This design comes from an exercise in tuning for small area, a short achievable clock period and few clock cycles per item on the open sky130 flow, not from production work. Only simulation tests tie the RTL to the original design; equivalence was not proved. Power is estimated from default activity; no workload was simulated.

// multiplier
module multiplier #(
    parameter WIDTH = 32
)(
    input  logic                   clk,
    input  logic                   rst_n,
    input  logic                   start,
    input  logic [WIDTH-1:0]       a,
    input  logic [WIDTH-1:0]       b,
    output logic [2*WIDTH-1:0]     result,
    output logic                   done
);
Size: ~2800 cells after synthesis, roughly 27000 µm² of cells after synthesis.
Settings: LEC_CHECK=0, ABC_AREA=1, CAP_MARGIN=20, CORE_MARGIN=2, CORE_UTILIZATION=40, CTS_BUF_LIST=sky130_fd_sc_hd__clkbuf_4 sky130_fd_sc_hd__clkbuf_8, SLEW_MARGIN=20, SYNTH_HIERARCHICAL=1, SYNTH_MINIMUM_KEEP_SIZE=0; clock period 5.0 ns.
standard.sh (not shown) runs the stock make flow with config.mk's settings and CLKGATE_MAP_FILE= SYNTH_SCRIPT=/design/flow/synth_recipe.tcl, a recipe that flattens the netlist after the stock synthesis.
==> flow/flow/run.sh <==
#!/bin/bash
# The standard layout (the standard.sh, unchanged synthesis), except that
# the input and output ports are buffered with sky130_fd_sc_hd__buf_2 cells
# instead of the delay cells that buffer_ports picks by default.
set -o pipefail
export BUFFER_PORTS_ARGS="-buffer_cell sky130_fd_sc_hd__buf_2"
bash standard.sh > standard.log 2>&1
Testbench counts at the start, summed over its fixed seeds: cycles 1,280, items 1,280.
Edit:
--- a/flow/config.mk
+++ b/flow/config.mk
@@ -11,2 +11 @@
-export CORE_UTILIZATION = 40
-export CTS_BUF_LIST = sky130_fd_sc_hd__clkbuf_4 sky130_fd_sc_hd__clkbuf_8
+export CORE_UTILIZATION = 55
Total power barely changes; clock-buffer cell count goes up by 5; critical path depth went up by 2.
Edit:
==> flow/run.sh (new file) <==
#!/bin/bash
# synth_recipe.tcl (not shown) runs the flow's synth.tcl, then flattens the netlist and writes it again
# the make line also repeats each setting of config.mk as NAME=value (left out here)
make -C /OpenROAD-flow-scripts/flow DESIGN_CONFIG=/design/flow/config.mk WORK_HOME=/design/flow/orfs CLKGATE_MAP_FILE= SYNTH_SCRIPT=/design/flow/synth_recipe.tcl finish
--- a/flow/config.mk
+++ b/flow/config.mk
@@ -11 +11,2 @@
-export CORE_UTILIZATION = 55
+export CORE_UTILIZATION = 40
+export SETUP_SLACK_MARGIN = 0.3
removed: flow/flow/run.sh
removed: flow/standard.sh
Die area climbs by 37%.
Sequential cell count does not change.
Sequential power barely changes.
Non-clock buffer count rises by 201.
Fmax fell by 0.98%.
Worst setup slack is worse by 0.049 ns.
Combinational power grows by 16%.
Routed wire length climbs by 5.9%.
First-iteration DRC count falls by 31%.

========
== v10 ==
Starting RTL as in the previous note.
Settings: LEC_CHECK=0, ABC_AREA=1, CAP_MARGIN=20, CORE_MARGIN=2, CORE_UTILIZATION=40, SLEW_MARGIN=20, SYNTH_HIERARCHICAL=1, SYNTH_MINIMUM_KEEP_SIZE=0; clock period 5.0 ns.
run.sh (not shown) runs the stock make flow with config.mk's settings and CLKGATE_MAP_FILE= SYNTH_SCRIPT=/design/flow/synth_recipe.tcl, a recipe that flattens the netlist after the stock synthesis.
Stock flow here: none of the scripts above is used.
Testbench counts of v10, summed over its fixed seeds: cycles 1,280, items 1,280.
#### Input delta (v47 over v10)
==> flow/flow/run.sh (new file) <==
#!/bin/bash
# The standard layout (the standard.sh, unchanged synthesis), except that
# the input and output ports are buffered with sky130_fd_sc_hd__buf_2 cells
# instead of the delay cells that buffer_ports picks by default, and that
# after global routing the gates off the critical paths are sized down again
# (ORFS's power recovery).
set -o pipefail
export BUFFER_PORTS_ARGS="-buffer_cell sky130_fd_sc_hd__buf_2"
export RECOVER_POWER=100
bash standard.sh > standard.log 2>&1
==> flow/standard.sh (new file) <==
#!/bin/bash
# synth_recipe.tcl (not shown) runs the flow's synth.tcl, then flattens the netlist and writes it again
# the make line also repeats each setting of config.mk as NAME=value (left out here)
make -C /OpenROAD-flow-scripts/flow DESIGN_CONFIG=/design/flow/config.mk WORK_HOME=/design/flow/orfs CLKGATE_MAP_FILE= SYNTH_SCRIPT=/design/flow/synth_recipe.tcl "${@:-finish}"
removed: flow/run.sh
Findings:
v47: complete, dirty (max-capacitance violations, max-slew violations). Changes observed in v47 relative to v10: post-detailed-placement half-perimeter wirelength dropped 7.8%, clock network fraction of total power barely changed, buffer count from post-CTS setup fixing barely changed. From v10 to v47 the numbers moved as follows: total routed wirelength moved down; combinational group share of total power now sits lower. Changes observed in v47 relative to v10: fmax lost 0.0016 GHz; number of nets in the layout lost about 4%.
[inputs] v18 vs v47
# v47
export LEC_CHECK = 0
export ABC_AREA = 1
export CAP_MARGIN = 20
export CORE_MARGIN = 2
export CORE_UTILIZATION = 40
export SLEW_MARGIN = 20
export SYNTH_HIERARCHICAL = 1
export SYNTH_MINIMUM_KEEP_SIZE = 0
create_clock -name core_clock -period 5.0 [get_ports {clk}]
# v18
export LEC_CHECK = 0
export ABC_AREA = 1
export CAP_MARGIN = 20
export CORE_MARGIN = 2
export CORE_UTILIZATION = 40
export GPL_ROUTABILITY_DRIVEN = 0
export SLEW_MARGIN = 20
export SYNTH_HIERARCHICAL = 1
export SYNTH_MINIMUM_KEEP_SIZE = 0
create_clock -name core_clock -period 5.0 [get_ports {clk}]
==> flow/flow/run.sh <==
#!/bin/bash
# The standard layout (the standard.sh, unchanged synthesis), except that
# the input and output ports are buffered with sky130_fd_sc_hd__buf_2 cells
# instead of the delay cells that buffer_ports picks by default.
set -o pipefail
export BUFFER_PORTS_ARGS="-buffer_cell sky130_fd_sc_hd__buf_2"
bash standard.sh > standard.log 2>&1
Results
- Looking across v47 and v18, the single run that reached the end with no open violations was v18.
- | v47 | all stages done | FAIL | max-capacitance violations, max-slew violations |
- Overall routing resource usage: v18 vs v47 down 1.0 points
- Diff v47 and v18: minimum clock period after layout lower in v47
- Re met3 usage in global routing: v47 and v18 aren't equal, and the higher value belongs to v18.
- Pre-CTS setup slack: v47 vs v18 — no meaningful difference
- v47 consumes less power than v18.
- Comparing v47 and v18, total wirelength of the detailed-routed design is lower on v18.
- For multi-input logic portion of the cell area, v47 and v18 come out practically identical.
- Changes observed in v18 relative to v47: global-route wire length before repair fell by 2.9%, fmax stayed essentially flat, setup slack fell by 0.0064 ns, core utilization stayed essentially flat.
Input changes introduced in v33 (baseline for comparison: v18):
# v18
export LEC_CHECK = 0
export ABC_AREA = 1
export CAP_MARGIN = 20
export CORE_MARGIN = 2
export CORE_UTILIZATION = 40
export GPL_ROUTABILITY_DRIVEN = 0
export SLEW_MARGIN = 20
export SYNTH_HIERARCHICAL = 1
export SYNTH_MINIMUM_KEEP_SIZE = 0
create_clock -name core_clock -period 5.0 [get_ports {clk}]
# v33
export LEC_CHECK = 0
export ABC_AREA = 1
export CAP_MARGIN = 20
export CORE_MARGIN = 2
export CORE_UTILIZATION = 40
export PLACE_DENSITY = 0.75
export SLEW_MARGIN = 20
export SYNTH_HIERARCHICAL = 1
export SYNTH_MINIMUM_KEEP_SIZE = 0
create_clock -name core_clock -period 5.0 [get_ports {clk}]
### Flow results
In v33, the combinational fraction of design power came out 0.2 points below the value in v18. Diff v33..v18 | layout overhead on the synthesized area | negligible. Between v18 and v33, the routed wire length is higher for v18. On design area, v18 and v33 are basically level. Delta(clock power share, v33 - v18) > 0. Cell count of v18 is on par with v33. Of v33 and v18, it is v33 that has the lower final critical-path setup slack. Share of post-route cells with drive strength above 1 delta (v18 -> v33): insignificant. Comparing v18 and v33, the higher non-clock buffer instance count of the final layout is on v18. Every stage of the flow completed for v33, and the final layout passed the timing, DRC and antenna checks. v33 ended with more final worst-path cycle share than v18.
Setup changes, v33 to v26
# v33
export LEC_CHECK = 0
export ABC_AREA = 1
export CAP_MARGIN = 20
export CORE_MARGIN = 2
export CORE_UTILIZATION = 40
export PLACE_DENSITY = 0.75
export SLEW_MARGIN = 20
export SYNTH_HIERARCHICAL = 1
export SYNTH_MINIMUM_KEEP_SIZE = 0
create_clock -name core_clock -period 5.0 [get_ports {clk}]
# v26
export LEC_CHECK = 0
export ABC_AREA = 1
export CAP_MARGIN = 20
export CORE_MARGIN = 2
export CORE_UTILIZATION = 40
export SLEW_MARGIN = 20
export SYNTH_HIERARCHICAL = 1
export SYNTH_MINIMUM_KEEP_SIZE = 0
create_clock -name core_clock -period 5.0 [get_ports {clk}]
==> flow/flow/run.sh <==
#!/bin/bash
# The standard layout (the standard.sh, unchanged synthesis), except that
# the input and output ports are buffered with sky130_fd_sc_hd__buf_1 cells
# instead of the delay cells that buffer_ports picks by default.
set -o pipefail
export BUFFER_PORTS_ARGS="-buffer_cell sky130_fd_sc_hd__buf_1"
bash standard.sh > standard.log 2>&1
--- outcome ---
- Higher power share of the combinational group was reported by v33, not v26.
- Diff v33 -> v26 | cell area after layout | up slightly
- v33 reports its end point of the critical path as result[62] while v26 reports result[63].
- Comparing v26 with v33, the area occupied by multi-input gates came out essentially unchanged.
- Looking only at antenna diode count, and setting everything else aside, the higher value of v26 and v33 goes to v33.
- Delta (v26 minus v33): layout inverter count without the clock tree held steady, sequential share of layout area held steady.

-- port drivers added, routing unchanged --
No port has a modelled driver above. Below, the same layouts with a new extraction and two added sets of constraints. Step 1 (the two cells are an assumption about what drives the block):
set clk [get_ports {clk}]
set_driving_cell -lib_cell sky130_fd_sc_hd__clkbuf_16 $clk
set_driving_cell -lib_cell sky130_fd_sc_hd__buf_2 [delete_from_list [all_inputs] $clk]
Step 2 moves the port delays by t, midway between the first and last clock arrival at a register: inputs arrive t later, outputs are due t later. That takes back most of the time a late clock gives input paths. a / b / c = ideal / step 1 / step 2; a / b = the first two.
| run | shift t [ns] | setup WS [ns] | hold slack, ns | worst slew at a driven data input, ns |
|---|---|---|---|---|
| the first run of note 1 | 0.627 | 0.054 / -0.001 / -0.078 | 0.175 / 0.144 / 0.771 | 0.18 |
| the second run of note 1 | 0.551 | 0.099 / 0.038 / -0.063 | 0.270 / 0.233 / 0.784 | 0.07 |
| the third run of note 1 | 0.555 | 0.051 / -0.012 / -0.156 | 0.636 / 0.598 / 1.153 | 0.12 |
| v10 | 0.568 | 0.164 / 0.100 / -0.364 | 0.625 / 0.587 / 1.154 | 0.17 |
| v47 | 0.550 | 0.126 / 0.065 / -0.366 | 0.262 / 0.225 / 0.776 | 0.17 |
| v18 | 0.563 | 0.120 / 0.058 / -0.054 | 0.258 / 0.220 / 0.783 | 0.18 |
| v33 | 0.573 | 0.107 / 0.044 / -0.208 | 0.249 / 0.212 / 0.785 | 0.18 |
| v26 | 0.567 | 0.146 / 0.081 / -0.340 | 0.241 / 0.201 / 0.768 | 0.17 |
The setup slack of v10, which loses most, moves by -0.064 ns with the drivers and by -0.528 ns with both steps.
